From an optimization exercise on the open Yosys and OpenROAD flow, aimed at small area, a short achievable clock period and few clock cycles per item; shortcuts taken in it are not production practice. Only simulation tests tie the RTL to the original design; equivalence was not proved. Power is estimated from default activity; no workload was simulated.

$ cat run.sh
#!/bin/bash
# synth_recipe.tcl (not shown) runs the flow's synth.tcl, then flattens the netlist and writes it again
# the make line also repeats each setting of config.mk as NAME=value (left out here)
make -C /OpenROAD-flow-scripts/flow DESIGN_CONFIG=/design/flow/config.mk WORK_HOME=/design/flow/orfs CLKGATE_MAP_FILE= SYNTH_SCRIPT=/design/flow/synth_recipe.tcl finish
$ cat design.v
module hyperbolic_exp_cordic (
    input rstn,
    input clk,
    input signed [NUM_W - 1:0] z0,
    input in_valid,
    output reg in_ready,
    output reg signed [NUM_W - 1:0] w,
    output reg out_valid,
    input out_ready
);
    localparam NUM_W = 16;
    localparam ITERATION_COUNT = NUM_W;
    localparam NUM_W_BITS = $clog2(ITERATION_COUNT+1);
    localparam state_idle = 0;
    localparam state_iterating = 1;
    localparam state_done = 2;
    localparam signed CORDIC_FACTOR = 19784;
    reg [NUM_W_BITS-1:0] iteration_no;
    reg [1:0] state;
    reg signed [NUM_W-1:0] z;
    function [NUM_W - 1:0] STATE_INDEXES(input [NUM_W_BITS-1:0] k);
        case (k)
            0: STATE_INDEXES = 1;
            1: STATE_INDEXES = 2;
            2: STATE_INDEXES = 3;
            3: STATE_INDEXES = 4;
            4: STATE_INDEXES = 4;
            5: STATE_INDEXES = 5;
            6: STATE_INDEXES = 6;
            7: STATE_INDEXES = 7;
            8: STATE_INDEXES = 8;
            9: STATE_INDEXES = 9;
            10: STATE_INDEXES = 10;
            11: STATE_INDEXES = 11;
            12: STATE_INDEXES = 12;
            13: STATE_INDEXES = 13;
            14: STATE_INDEXES = 13;
            15: STATE_INDEXES = 14;
            default: STATE_INDEXES = 0;
        endcase
    endfunction
    function signed [NUM_W:1] ATANH_2_TO_THE_MINUS_I(input [NUM_W - 1:0] k);
        case (k)
            1: ATANH_2_TO_THE_MINUS_I = 9000;
            2: ATANH_2_TO_THE_MINUS_I = 4185;
            3: ATANH_2_TO_THE_MINUS_I = 2059;
            4: ATANH_2_TO_THE_MINUS_I = 1025;
            5: ATANH_2_TO_THE_MINUS_I = 512;
            6: ATANH_2_TO_THE_MINUS_I = 256;
            7: ATANH_2_TO_THE_MINUS_I = 128;
            8: ATANH_2_TO_THE_MINUS_I = 64;
            9: ATANH_2_TO_THE_MINUS_I = 32;
            10: ATANH_2_TO_THE_MINUS_I = 16;
            11: ATANH_2_TO_THE_MINUS_I = 8;
            12: ATANH_2_TO_THE_MINUS_I = 4;
            13: ATANH_2_TO_THE_MINUS_I = 2;
            14: ATANH_2_TO_THE_MINUS_I = 1;
            default: ATANH_2_TO_THE_MINUS_I = 0;
        endcase
    endfunction
    always @(posedge clk) begin
        if (!rstn) begin
            in_ready <= 1;
            out_valid <= 0;
            iteration_no <= 0;
            state <= state_idle;
            z <= 0;
            w <= 0;
        end else begin 
            if (state == state_idle) begin
                if (in_ready && in_valid) begin
                    z <= z0;
                    w <= CORDIC_FACTOR;
                    state <= state_iterating;
                    iteration_no <= 0;
                    in_ready <= 0;
                end
            end else if (state == state_iterating) begin
                iteration_no <= iteration_no + 1;
                z <= z - (({NUM_W{z[NUM_W-1]}} ^ ATANH_2_TO_THE_MINUS_I(STATE_INDEXES(iteration_no))) + z[NUM_W-1]);
                w <= w + ({NUM_W{z[NUM_W-1]}} ^ (w >> STATE_INDEXES(iteration_no))) + z[NUM_W-1];
                if (iteration_no == ITERATION_COUNT - 1) begin
                    state <= state_done;
                    out_valid <= 1;
                end
            end else if (state == state_done) begin
                if (out_ready && out_valid) begin
                    state <= state_idle;
                    out_valid <= 0;
                    in_ready <= 1;
                end
            end
        end
    end
endmodule
$ cat constraint.sdc
create_clock -name core_clock -period 5.5 [get_ports {clk}]
set_input_delay 1.1000 -clock core_clock [delete_from_list [all_inputs] [get_ports {clk}]]
set_output_delay 1.1000 -clock core_clock [all_outputs]
set_load 0.01 [all_outputs]
$ cat config.mk
export PLATFORM = sky130hd
export DESIGN_NAME = hyperbolic_exp_cordic
export DESIGN_NICKNAME = hyperbolic_exp_cordic
export VERILOG_FILES = /design/flow/design.v
export SDC_FILE = /design/flow/constraint.sdc
export NUM_CORES = 4
export LEC_CHECK = 0
export CAP_MARGIN = 20
export CORE_MARGIN = 2
export CORE_UTILIZATION = 40
export SLEW_MARGIN = 20
==> notes.md <==
where the power goes:
| group | internal (W) | switching, W | total, W |
|---|---|---|---|
| Combinational | 0.000499 | 0.000618 | 0.00112 |
| Clock | 0.000216 | 0.000145 | 0.000361 |
| Sequential | 0.000365 | 0.0000622 | 0.000427 |
cell type report:
cell class	instances	area [sq um]
Clock buffer	6	129
Clock inverter	2	38.8
Tap cell	143	179
Sequential cell	45	902
Multi-Input combinational cell	496	3470
Inverter	54	203
Fill cell	1158	6100
Timing Repair Buffer	47	445
layer usage:
layer / track usage [%] / vias up
li1: - / 2272
met1: 30.4 / 2154
met2: 35.0 / 128
met3: 3.24 / 22
met4: 6.67 / 0
met5: 0 / -
worst max-delay path: stages (launching register included):
cell and delay (ps):
dfxtp_1 690, nor2b_1 290, buf_4 290, mux4_2 560, nand2_1 90, o31ai_1 100
a221oi_1 380, xnor2_1 110, ha_1 370, a21o_1 200, a21oi_1 230, nor2b_1 80
o21a_1 210, o211ai_1 290, nand3b_1 130, a21oi_1 200, xor2_1 160, o32ai_1 90
state kept, by name (all words and copies together) (netlist names), named ones only:
name          flops
w                16
state             2
z                16
iteration_no      5
in_ready          1
out_valid         1
how the worst min path moves through the flow:
stage / endpoint / slack (ps) / depth (start not counted)
floorplan: z[0]$_SDFFE_PN0P_ / 430 / 2
global placement: z[11]$_SDFFE_PN0P_ / 440 / 2
detailed placement: z[11]$_SDFFE_PN0P_ / 450 / 2
CTS: z[11]$_SDFFE_PN0P_ / 460 / 2
global route: z[0]$_SDFFE_PN0P_ / 470 / 2
finish: z[0]$_SDFFE_PN0P_ / 460 / 2
layout by cell type (no fill, tap or decap), types with 3 or more instances in the layout:
cell / Yosys / final
nand4_1: 3 / 3
ha_1: 49 / 49
nand2_1: 66 / 66
nand3_1: 15 / 15
o31ai_1: 5 / 5
xor2_1: 24 / 24
a22oi_1: 3 / 3
clkbuf_16: 0 / 5
and3_1: 10 / 10
o21a_1: 4 / 4
xnor2_1: 30 / 30
a221oi_1: 4 / 4
o21ai_0: 35 / 35
a41oi_1: 3 / 3
a21o_1: 16 / 16
mux2i_1: 15 / 15
or3_1: 4 / 4
dfxtp_1: 45 / 44
o21bai_1: 5 / 5
and2_1: 3 / 3
nor2b_1: 4 / 4
mux4_2: 7 / 7
a211oi_1: 7 / 7
nor2_1: 52 / 52
buf_4: 0 / 10
a21oi_1: 58 / 58
nor4_1: 6 / 6
nor3_1: 14 / 14
o211ai_1: 4 / 4
nand2b_1: 5 / 5
a31oi_1: 11 / 11
clkdlybuf4s50_1: 0 / 37
nor3b_1: 4 / 4
inv_1: 50 / 50
per-stage QoR:
step	hold WS (ps)	power (W)	setup slack [ps]
floorplan	432	0.00129	1560
global placement	441	0.00152	1200
detailed placement	450	0.00155	998
CTS	460	0.00191	980
global route	473	0.00207	600
finish	459	0.00190	907
cell families (layout without fill, tap and decap cells):
family                     after synthesis  in the layout  share of synthesized area (%)
AOI/OAI and AO/OA                      175            175                           23.7
DFF                                     45             45                           19.2
adders and majority gates               51             51                           13.9
muxes                                   26             26                           7.55
buffers and inverters                   84            109                           7.10
and+or+nand+nor                        190            190                           18.6
xor gates and xnor gates                54             54                           10.1
==> summary.json <==
{
  "number_of_cells_upsized_or_downsized_after_cts": 0,
  "maximum_capacitance_violations": 0,
  "setup_violations": 0,
  "period_share_pct": 83.5,
  "yosys-top-cells-area": "dfxtp_1 (19%), ha_1 (13%), a21oi_1 (6.2%), xnor2_1 (5.6%), nand2_1 (5.3%)",
  "grt_overflow_total": 0,
  "post-route-util_pct": 46.8,
  "finalNetCount": 720,
  "grt_pass1_vias": 4367,
  "die_w_um": 112,
  "design.die.area_sq_um": 12600,
  "postSynth.topFlopCell": "dfxtp_1",
  "placement.cell_area_sq_um": 5200,
  "critical_path_required_ps": 5680,
  "setup.worst_path.start_class": "flop",
  "timing.setup.critical_path_class": "flop to flop",
  "place.port_buffers": 37,
  "vias_per_cell": 5.77,
  "cts_hold_repair.buffers": 0,
  "crit_arrival_ps": 4770,
  "placed_wire_length_estimate_um": 9950,
  "clkSlewWorstSetupHoldPaths_ps": 70,
  "drt_drc_violations_left": 0,
  "ffs_latches_synth": 45,
  "antenna_found_initial": 0,
  "cts_max_path_buffers": 2,
  "power_density_nw_per_um2": 355,
  "report.final.hold_viol_count": 0,
  "initial_core_util_pct": 41.0,
  "post_synth_most_frequent_cells": "nand2_1 (66), a21oi_1 (58), nor2_1 (52), inv_1 (50), ha_1 (49)",
  "netlist_area_before_placement_sq_um": 4700,
  "yosys_warnings": 1,
  "layout-area-overhead-vs-synth_pct": 14.1,
  "synth.most_common_cell": "nand2_1",
  "cp-endpoint": "w[12]$_SDFFE_PN0P_",
  "first_pass_iters": 5,
  "synth_cell_type_count": 61,
  "placementRows": 39,
  "cts_buffers": 5,
  "detailroute.wirelength.met3_um": 688,
  "status": "finished clean",
  "largest_clock_skew_in_the_final_design_ps": 6.70,
  "relSlewSlack_pct": 34.5,
  "route.met2.wl_um": 6250,
  "tns_ps": 0,
  "achievable-frequency_ghz": 0.218,
  "ys_seq_area_share_pct": 19.2,
  "netlist_instances": 625,
  "min-delay-path-class": "flop to flop",
  "finalCriticalPeriod_ps": 4590,
  "clk_latency_ps": 310,
  "layout-drive-gt1-share_pct": 5.23,
  "cts_tree": "yes",
  "p_leak_nw": 2.36,
  "worstMarginPinSlew_ps": 980,
  "end_kind": "flop",
  "synth.top_cell.area_share_pct": 19.2,
  "critical_path_peak_fanout": 16,
  "layout.cells.non_filler": 793,
  "wirelength_um": 13600,
  "hold_path_startpoint": "z[0]$_SDFFE_PN0P_",
  "route.antenna.remaining_nets": 0,
  "final_design_instance_area_without_fill_sq_um": 5370,
  "detailroute.via_count": 4576,
  "io-pin-count": 38,
  "wire_length_on_met1_um": 6420,
  "fraction_of_synthesis_flops_using_an_asynchronous_set_or_reset_pin_pct": 0,
  "yosysTopAreaCell": "dfxtp_1",
  "vdd_ir_drop_max_mv": 0.213,
  "grt_max_degree": 35,
  "globalplace.congestion": 0.945,
  "synth_net_count": 696,
  "r2r-end": "w[12]$_SDFFE_PN0P_",
  "top_layer_in_use": "met4",
  "cells_after_dpl": 785,
  "post_drt_wl_per_cell_um": 17.1,
  "tritoncts_num_sinks": 45,
  "grt_first_pass_wirelength_um": 22200,
  "vertical_die_dimension_um": 112,
  "core-area_sq_um": 11500,
  "post-cts-setup-buffers": 0,
  "total_global_routing_track_utilization_pct": 21.8,
  "regToRegSetupSlack_ps": 910,
  "antenna-diode-count": 0,
  "clockRootBuffer": "clkbuf_16",
  "dr.first_iter.drc_count": 341,
  "clock_tree.htree_level_count": 2,
  "syn_area_per_cell_sq_um": 7.53,
  "worstRegToRegCells": 17,
  "unrepaired_setup_endpoints_after_global_routing": "false",
  "synth-edff-count": 0,
  "max_slew_violation_count": 0
}
Testbench counts, summed over its fixed seeds: cycles 18,432, items 1,024.

static timing again, ports no longer ideal:
The results above use ideal ports. As a check the final layout listed here was re-extracted and re-timed, cells and wires unchanged.
Step 1: set_driving_cell puts a clkbuf_16 on clk and a buf_2 on each other input, an assumption about the parent block.
Step 2 also shifts input and output timing later by t, the mid clock arrival at the registers, as if the neighbouring blocks saw the same clock.
a / b / c = no drivers / after step 1 / after step 2; a / b = the first two.
t, ns: 0.342
setup WS [ns]: 0.907 / 0.907 / 0.907
worst setup path at the end: register to register
After both steps setup and hold are still met in this run. The setup slack of this run moves by 0.000 ns with the drivers and by 0.000 ns with both steps.
